Background: an optimization exercise with open tools, aiming at small area. Do not read the settings as production practice.
Only simulation tests tie the RTL to the original design; equivalence was not proved.
The flow treats the clock pin as an ideal source. Dropping or thinning the clock tree relies on that and would not hold on a real chip.
Power is estimated from default activity; no workload was simulated.

Design uart_get_32bit_word, start of the top module:
module uart_get_32bit_word(
    input  logic        clk, reset,
    input  logic        addr_query,
    input  logic [15:0] addr,
    input  logic        rx,
    output logic        tx,
    output logic        tx_debug,
    output logic        div_clk_debug,
    output logic        rx_debug,
    output logic        query_debug,
    output logic [6:0]  segments,
    output logic [7:0]  anodos
    );
Size: roughly 410 cells after synthesis, about 40 I/O pins, roughly 4000 um^2 of cells after synthesis.
export LEC_CHECK = 0
export CAP_MARGIN = 20
export CORE_MARGIN = 2
export CORE_UTILIZATION = 70
export CTS_BUF_LIST = sky130_fd_sc_hd__clkbuf_8
export GPL_TIMING_DRIVEN = 0
export PLACE_DENSITY = 0.9
export SLEW_MARGIN = 20
create_clock -name core_clock -period 10.0 [get_ports {clk}]
standard.sh (not shown) runs the stock make flow with config.mk's settings and CLKGATE_MAP_FILE= SYNTH_SCRIPT=/design/flow/synth_recipe.tcl, a recipe that flattens the netlist after the stock synthesis.
==> flow/flow/run.sh <==
#!/bin/bash
# Layout flow: the standard flow, with three changes:
#  - the combinational logic of the standard synthesis is re-mapped by ABC for
#    area (flip-flops untouched: same instances, names and cell types);
#  - ports are buffered with sky130_fd_sc_hd__buf_1;
#  - CTS inserts no dummy loads.
# Each tool writes its own log in this folder.
set -euo pipefail
LIB=$FLOW_HOME/platforms/$FLOW_PLATFORM/lib/sky130_fd_sc_hd__tt_025C_1v80.lib
YOSYS=$FLOW_HOME/../tools/install/yosys/bin/yosys
[ -x "$YOSYS" ] || YOSYS=yosys
export BUFFER_PORTS_ARGS="-buffer_cell sky130_fd_sc_hd__buf_1"
export CTS_ARGS="-sink_clustering_enable -repair_clock_nets -buf_list sky130_fd_sc_hd__clkbuf_8 -dont_use_dummy_load"
R=orfs/results/$FLOW_PLATFORM/uart_get_32bit_word/base
bash standard.sh synth > standard_synth.log 2>&1
cp $R/1_2_yosys.v $R/1_2_yosys_std.v
python3 flow/genmodels.py $LIB comb_models.v > genmodels.log 2>&1
sed -e "s|@LIB@|$LIB|g" -e "s|@IN@|$R/1_2_yosys_std.v|" -e "s|@OUT@|$R/1_2_yosys.v|" -e "s|@TOP@|$FLOW_TOP|" flow/reabc.ys.in > reabc.ys
$YOSYS -l reabc.log -q reabc.ys > reabc_stdout.log 2>&1
rm -f $R/1_synth.odb $R/1_synth.sdc
bash standard.sh > standard.log 2>&1
==> flow/flow/reabc.ys.in <==
# Re-map the combinational logic of the standard synthesis for area; the
# flip-flops (blackboxes here) keep their instances, names and cell types.
read_liberty -lib @LIB@
read_verilog comb_models.v
read_verilog @IN@
hierarchy -top @TOP@
flatten
delete t:$scopeinfo
techmap
opt -fast
abc -liberty @LIB@ -script +strash;&get,-n;&deepsyn,-J,100,-T,60;&dch,-f;&nf,-a,-R,1000;&put;&get,-n;&deepsyn,-J,100,-T,60;&dch,-f;&nf,-a,-R,1000;&put;&get,-n;&deepsyn,-J,100,-T,60;&dch,-f;&nf,-a,-R,1000;&put -dont_use sky130_fd_sc_hd__probe_* -dont_use sky130_fd_sc_hd__lpflow_*
opt_clean -purge
hilomap -singleton -hicell sky130_fd_sc_hd__conb_1 HI -locell sky130_fd_sc_hd__conb_1 LO
insbuf -buf sky130_fd_sc_hd__buf_4 A X
splitnets
opt_clean -purge
tee -o reabc_stat.log stat -liberty @LIB@
write_verilog -noexpr -noattr -nohex -nodec @OUT@
Other scripts of this flow, unchanged in this note and not shown: flow/flow/genmodels.py
Then changed:
--- a/flow/flow/run.sh
+++ b/flow/flow/run.sh
@@ -6 +6,2 @@
-#  - CTS inserts no dummy loads.
+#  - the clock tree is four clkbuf_16 buffers fed by the clock port, each
+#    driving a quarter of the flip-flops (flow/mtree.tcl), instead of CTS.
@@ -13,0 +15 @@
+export PRE_CTS_TCL=$PWD/flow/mtree.tcl
==> flow/flow/mtree.tcl (new file) <==
# Clock tree built by hand: the clock port drives a few buffers directly,
# each driving one of equal-sized groups of flip-flops (median splits of
# their placed locations), placed at the middle of its group.
proc mct_split { sinks parts } {
  if {$parts <= 1} { return [list $sinks] }
  set xs [lsort -real [lmap s $sinks {lindex $s 1}]]
  set ys [lsort -real [lmap s $sinks {lindex $s 2}]]
  set idx [expr {([lindex $xs end] - [lindex $xs 0]) >= ([lindex $ys end] - [lindex $ys 0]) ? 1 : 2}]
  set sorted [lsort -real -index $idx $sinks]
  set h [expr {[llength $sorted] / 2}]
  set p [expr {$parts / 2}]
  return [concat [mct_split [lrange $sorted 0 [expr {$h - 1}]] $p] [mct_split [lrange $sorted $h end] [expr {$parts - $p}]]]
}
proc manual_clock_tree { nb bufname } {
  set block [ord::get_db_block]
  set master [[ord::get_db] findMaster $bufname]
  set clknet [$block findNet clk]
  set sinks {}
  foreach it [$clknet getITerms] {
    set b [[$it getInst] getBBox]
    lappend sinks [list $it [expr {([$b xMin] + [$b xMax]) / 2.0}] [expr {([$b yMin] + [$b yMax]) / 2.0}]]
  }
  set k 0
  foreach grp [mct_split $sinks $nb] {
    set net [odb::dbNet_create $block "clknet_m$k"]
    $net setSigType CLOCK
    set inst [odb::dbInst_create $block $master "clkbuf_m$k"]
    [$inst findITerm A] connect $clknet
    [$inst findITerm X] connect $net
    set sx 0.0; set sy 0.0
    foreach s $grp {
      set it [lindex $s 0]
      $it disconnect
      $it connect $net
      set sx [expr {$sx + [lindex $s 1]}]; set sy [expr {$sy + [lindex $s 2]}]
    }
    set n [llength $grp]
    set w [[$inst getMaster] getWidth]; set hh [[$inst getMaster] getHeight]
    $inst setLocation [expr {int($sx / $n - $w / 2)}] [expr {int($sy / $n - $hh / 2)}]
    $inst setPlacementStatus PLACED
    puts "manual clock tree: clkbuf_m$k ($bufname) drives $n flip-flops"
    incr k
  }
}

# Used as PRE_CTS_TCL: the clock tree is built by hand in place of TritonCTS.
rename clock_tree_synthesis my_tritoncts
proc clock_tree_synthesis { args } {
  manual_clock_tree 4 sky130_fd_sc_hd__clkbuf_16
  set_propagated_clock [all_clocks]
}
--- a/flow/flow/reabc.ys.in
+++ b/flow/flow/reabc.ys.in
@@ -14 +14 @@
-insbuf -buf sky130_fd_sc_hd__buf_4 A X
+insbuf -buf sky130_fd_sc_hd__buf_1 A X
- CORE_UTILIZATION: 70 -> 40
- PLACE_DENSITY: 0.9 -> unset
The changed run completed with no timing, DRC or antenna violations.
Area after synthesis hardly moves.
Total power decreases by 4.2%.
Via count shrinks by 5.4%.
Design area went up by 1.1%.
Setup slack improved by 250 ps.
Core utilization came out lower by 34 points.
Final cell count is higher by 10%.
Combinational power is about the same.
Global-route usage came out lower by 13 points.
Routed wire length drops by 3.9%.
Then changed:
--- a/flow/flow/run.sh
+++ b/flow/flow/run.sh
@@ -6,2 +6 @@
-#  - the clock tree is four clkbuf_16 buffers fed by the clock port, each
-#    driving a quarter of the flip-flops (flow/mtree.tcl), instead of CTS.
+#  - CTS inserts no dummy loads.
@@ -15 +13,0 @@
-export PRE_CTS_TCL=$PWD/flow/mtree.tcl
--- a/flow/flow/reabc.ys.in
+++ b/flow/flow/reabc.ys.in
@@ -14 +14 @@
-insbuf -buf sky130_fd_sc_hd__buf_1 A X
+insbuf -buf sky130_fd_sc_hd__buf_4 A X
removed: flow/flow/mtree.tcl
Effect: Worst setup slack is worse by 190 ps; worst hold slack degrades by 12 ps; wire length increases by 5.4%; sequential power hardly moves; register-to-register slack gets worse by 80 ps; total power grows by 4.7%; critical path depth does not change; flip-flop and latch count does not change; die area stays flat; global-route usage grows by 1.4 points; sequential share of layout area went down by 0.34 points.
The clock cells of the second run of this note come from the design's own scripts or RTL, not from TritonCTS.


The RTL this note starts from:
==> flow/design.v <==
`timescale 1ns / 1ps
module uart_get_32bit_word(
    input  logic        clk, reset,
    input  logic        addr_query,
    input  logic [15:0] addr,
    input  logic        rx,
    output logic        tx,
    output logic        tx_debug,
    output logic        div_clk_debug,
    output logic        rx_debug,
    output logic        query_debug,
    output logic [6:0]  segments,
    output logic [7:0]  anodos
    );
    logic rst;
    assign rst = ~reset;
    logic [7:0] c;
    logic       d;
    logic       c_end, tick, fall;
    assign c_end = c[7] & c[6] & c[4] & c[1] & c[0];    
    assign tick  = c_end & ~d;
    assign fall  = c_end & d;
    always_ff @(posedge clk) begin
        if (rst | c_end) c <= 8'd142;
        else             c <= {c[6:0], c[7] ^ c[2]};
        if (rst)         d <= 1'b0;
        else if (c_end)  d <= ~d;
    end
    logic [15:0] e;
    logic        d1, e_end, step;
    logic [2:0]  digit;
    assign e_end = ~e[15] & ~e[13] & ~e[12] & ~e[11] & ~e[10] & ~e[8] & ~e[6] & ~e[4]
                 & ~e[3] & ~e[2] & ~e[1] & e[0];                  
    assign step  = e_end & ~d1;
    always_ff @(posedge clk) begin
        if (rst | e_end) e <= 16'd59750;
        else             e <= {e[14:0], e[15] ^ e[6]};
        if (rst)         d1 <= 1'b0;
        else if (e_end)  d1 <= ~d1;
        if (rst)         digit <= 3'd0;
        else             digit <= digit + {2'd0, step};
    end
    logic       pb_aux, pb_sync;
    logic [2:0] ps, ps_n;
    logic       pulse;
    assign ps_n[0] = pb_sync & (ps[0] | ~ps[1]);
    assign ps_n[1] = ps[0] & (pb_sync | ps[2]);
    assign ps_n[2] = ps[1] & ps[0] & (pb_sync | ps[2]);
    assign pulse   = ps[1] & ~ps[2];
    always_ff @(posedge clk) begin
        if (rst) begin
            pb_aux  <= 1'b0;
            pb_sync <= 1'b0;
        end else if (tick) begin
            pb_aux  <= addr_query;
            pb_sync <= pb_aux;
        end
        if (rst)       ps <= 3'd0;
        else if (fall) ps <= ps_n;
    end
    localparam logic [3:0] T_STOP = 4'd0, T_FINAL = 4'd1, T_IDLE = 4'd2,
                           T_LOAD = 4'd4, T_PRE = 4'd6;
    logic [3:0] tc;
    logic [4:0] tcnt;
    logic [1:0] tb;
    logic [7:0] tdata;
    logic       tbit_end;
    assign tbit_end = &tcnt;
    always_ff @(posedge clk) begin
        if (rst) tc <= T_IDLE;
        else if (tick) begin
            case (tc)
                T_IDLE:  if (pulse) tc <= T_LOAD;
                T_FINAL, T_LOAD, 4'd5, T_PRE: tc <= tc + 4'd1;
                T_STOP:  if (tbit_end) tc <= (tb == 2'd3) ? T_FINAL : T_LOAD;
                default: if (tbit_end) tc <= tc + 4'd1;
            endcase
        end
        if (tick && tc == T_PRE) tcnt <= 5'd0;
        else                     tcnt <= tcnt + {4'd0, tick};
        if (tick && tc == T_IDLE) tb <= 2'd0;
        else                      tb <= tb + {1'b0, tick && tc == T_STOP && tbit_end};
        if (tick) begin
            if (tc == T_LOAD)
                tdata <= (tb == 2'd0) ? addr[7:0] : (tb == 2'd1) ? addr[15:8] : 8'd0;
        end
    end
    assign tx = tc[3] ? tdata[tc[2:0]] : ~(tc[2] & tc[1] & tc[0]);
    localparam logic [8:0] R_IDLE = 9'd304;
    logic [8:0] rp;
    logic       r_wait, r_samp, r_end;
    logic [7:0] rbyte;
    assign r_wait = rp[8] & rp[5] & rp[4] & rp[0];           
    assign r_samp = tick & (rp[4:0] == 5'd15);
    assign r_end  = r_samp & rp[8] & rp[5];                  
    always_ff @(posedge clk) begin
        if (rst)                        rp <= R_IDLE;
        else if (tick && r_wait && ~rx) rp <= 9'd0;
        else                            rp <= rp + {8'd0, tick & ~r_wait};
        for (int i = 0; i < 8; i++)
            if (r_samp && rp[8:5] == 4'(i + 1)) rbyte[i] <= rx;
    end
    logic [2:0]  ws;
    logic [31:0] word;
    always_ff @(posedge clk) begin
        if (rst) ws <= 3'd0;
        else     ws <= ws + {2'd0, r_end && (ws[0] || rbyte == {6'd0, ws[2:1]} + 8'd1)};
    end
    logic [7:0] wdata;
    assign wdata = rbyte & {8{reset}};
    always_ff @(posedge clk)
        for (int k = 0; k < 4; k++)
            if (rst || (tick && !r_end && ws == 3'(2*k + 1))) word[8*k +: 8] <= wdata;
    logic [3:0] nib;
    assign nib = word[4*digit +: 4];
    always_comb begin
        case (nib)
            4'd0:  segments = ~7'b1111110;
            4'd1:  segments = ~7'b0110000;
            4'd2:  segments = ~7'b1101101;
            4'd3:  segments = ~7'b1111001;
            4'd4:  segments = ~7'b0110011;
            4'd5:  segments = ~7'b1011011;
            4'd6:  segments = ~7'b1011111;
            4'd7:  segments = ~7'b1110000;
            4'd8:  segments = ~7'b1111111;
            4'd9:  segments = ~7'b1111011;
            4'd10: segments = ~7'b1110111;
            4'd11: segments = ~7'b0011111;
            4'd12: segments = ~7'b1001110;
            4'd13: segments = ~7'b0111101;
            4'd14: segments = ~7'b1001111;
            default: segments = ~7'b1000111;
        endcase
    end
    assign anodos = ~(8'd1 << digit);
    assign tx_debug      = tx;
    assign rx_debug      = rx;
    assign div_clk_debug = d;
    assign query_debug   = pulse;
endmodule
==> flow/config.mk <==
export PLATFORM = sky130hd
export DESIGN_NAME = uart_get_32bit_word
export DESIGN_NICKNAME = uart_get_32bit_word
export VERILOG_FILES = /design/flow/design.v
export SDC_FILE = /design/flow/constraint.sdc
export NUM_CORES = 4
export LEC_CHECK = 0
export CAP_MARGIN = 20
export CORE_MARGIN = 2
export CORE_UTILIZATION = 40
export CTS_BUF_LIST = sky130_fd_sc_hd__clkbuf_8
export SLEW_MARGIN = 20
==> flow/constraint.sdc <==
create_clock -name core_clock -period 10.0 [get_ports {clk}]
set_input_delay 2.0000 -clock core_clock [delete_from_list [all_inputs] [get_ports {clk}]]
set_output_delay 2.0000 -clock core_clock [all_outputs]
set_load 0.01 [all_outputs]
==> flow/flow/run.sh <==
#!/bin/bash
# Layout flow: the standard flow, with three changes:
#  - the combinational logic of the standard synthesis is re-mapped by ABC for
#    area (flip-flops untouched: same instances, names and cell types);
#  - ports are buffered with sky130_fd_sc_hd__buf_1;
#  - CTS inserts no dummy loads.
# Each tool writes its own log in this folder.
set -euo pipefail
LIB=$FLOW_HOME/platforms/$FLOW_PLATFORM/lib/sky130_fd_sc_hd__tt_025C_1v80.lib
YOSYS=$FLOW_HOME/../tools/install/yosys/bin/yosys
[ -x "$YOSYS" ] || YOSYS=yosys
export BUFFER_PORTS_ARGS="-buffer_cell sky130_fd_sc_hd__buf_1"
export CTS_ARGS="-sink_clustering_enable -repair_clock_nets -buf_list sky130_fd_sc_hd__clkbuf_8 -dont_use_dummy_load"
R=orfs/results/$FLOW_PLATFORM/uart_get_32bit_word/base
bash standard.sh synth > standard_synth.log 2>&1
cp $R/1_2_yosys.v $R/1_2_yosys_std.v
python3 flow/genmodels.py $LIB comb_models.v > genmodels.log 2>&1
sed -e "s|@LIB@|$LIB|g" -e "s|@IN@|$R/1_2_yosys_std.v|" -e "s|@OUT@|$R/1_2_yosys.v|" -e "s|@TOP@|$FLOW_TOP|" flow/reabc.ys.in > reabc.ys
$YOSYS -l reabc.log -q reabc.ys > reabc_stdout.log 2>&1
rm -f $R/1_synth.odb $R/1_synth.sdc
bash standard.sh > standard.log 2>&1
Other scripts of this flow, unchanged in this note and not shown: flow/flow/genmodels.py, flow/flow/reabc.ys.in
The starting point finished with timing, DRC and antenna clean.
Rerun with:
--- a/flow/config.mk
+++ b/flow/config.mk
@@ -11,0 +12 @@
+export GPL_TIMING_DRIVEN = 0
Outcome: The changed run finished clean; routed wire length climbs by about 1.2%; non-clock buffer count shrinks by 1; area after synthesis does not change; total power hardly moves; worst hold slack got worse by 0.016 ns; cell count is about the same; clock-buffer cell count stays the same.

[separate check: timing with driven ports]
No port has a modelled driver above. Below, the same layouts with a new extraction and two added sets of constraints. Step 1: set_driving_cell puts a clkbuf_16 on clk and a buf_2 on each other input, an assumption about the parent block. Step 2, shift: input delay + t, output delay - t, t = (earliest + latest rising clock arrival at the registers) / 2. This alone moves slack from input paths to output paths. a / b / c = ideal ports / drivers / drivers and shift; a / b = the first two.
run | t, ns | setup slack, ns | worst slew at a driven data input, ns | cell pins on the clock port's net
the first run of note 1 | 0.380 | 4.907 / 4.880 / 5.259 | 0.04 | 1
the second run of note 1 | 0.234 | 5.160 / 5.084 / 5.318 | 0.03 | 4
the third run of note 1 | 0.388 | 4.970 / 4.936 / 5.324 | 0.03 | 1
the first run of note 2 | 0.374 | 4.841 / 4.808 / 5.183 | 0.03 | 1
the second run of note 2 | 0.378 | 4.775 / 4.741 / 5.119 | 0.03 | 1
After both steps setup and hold are still met in every run listed.
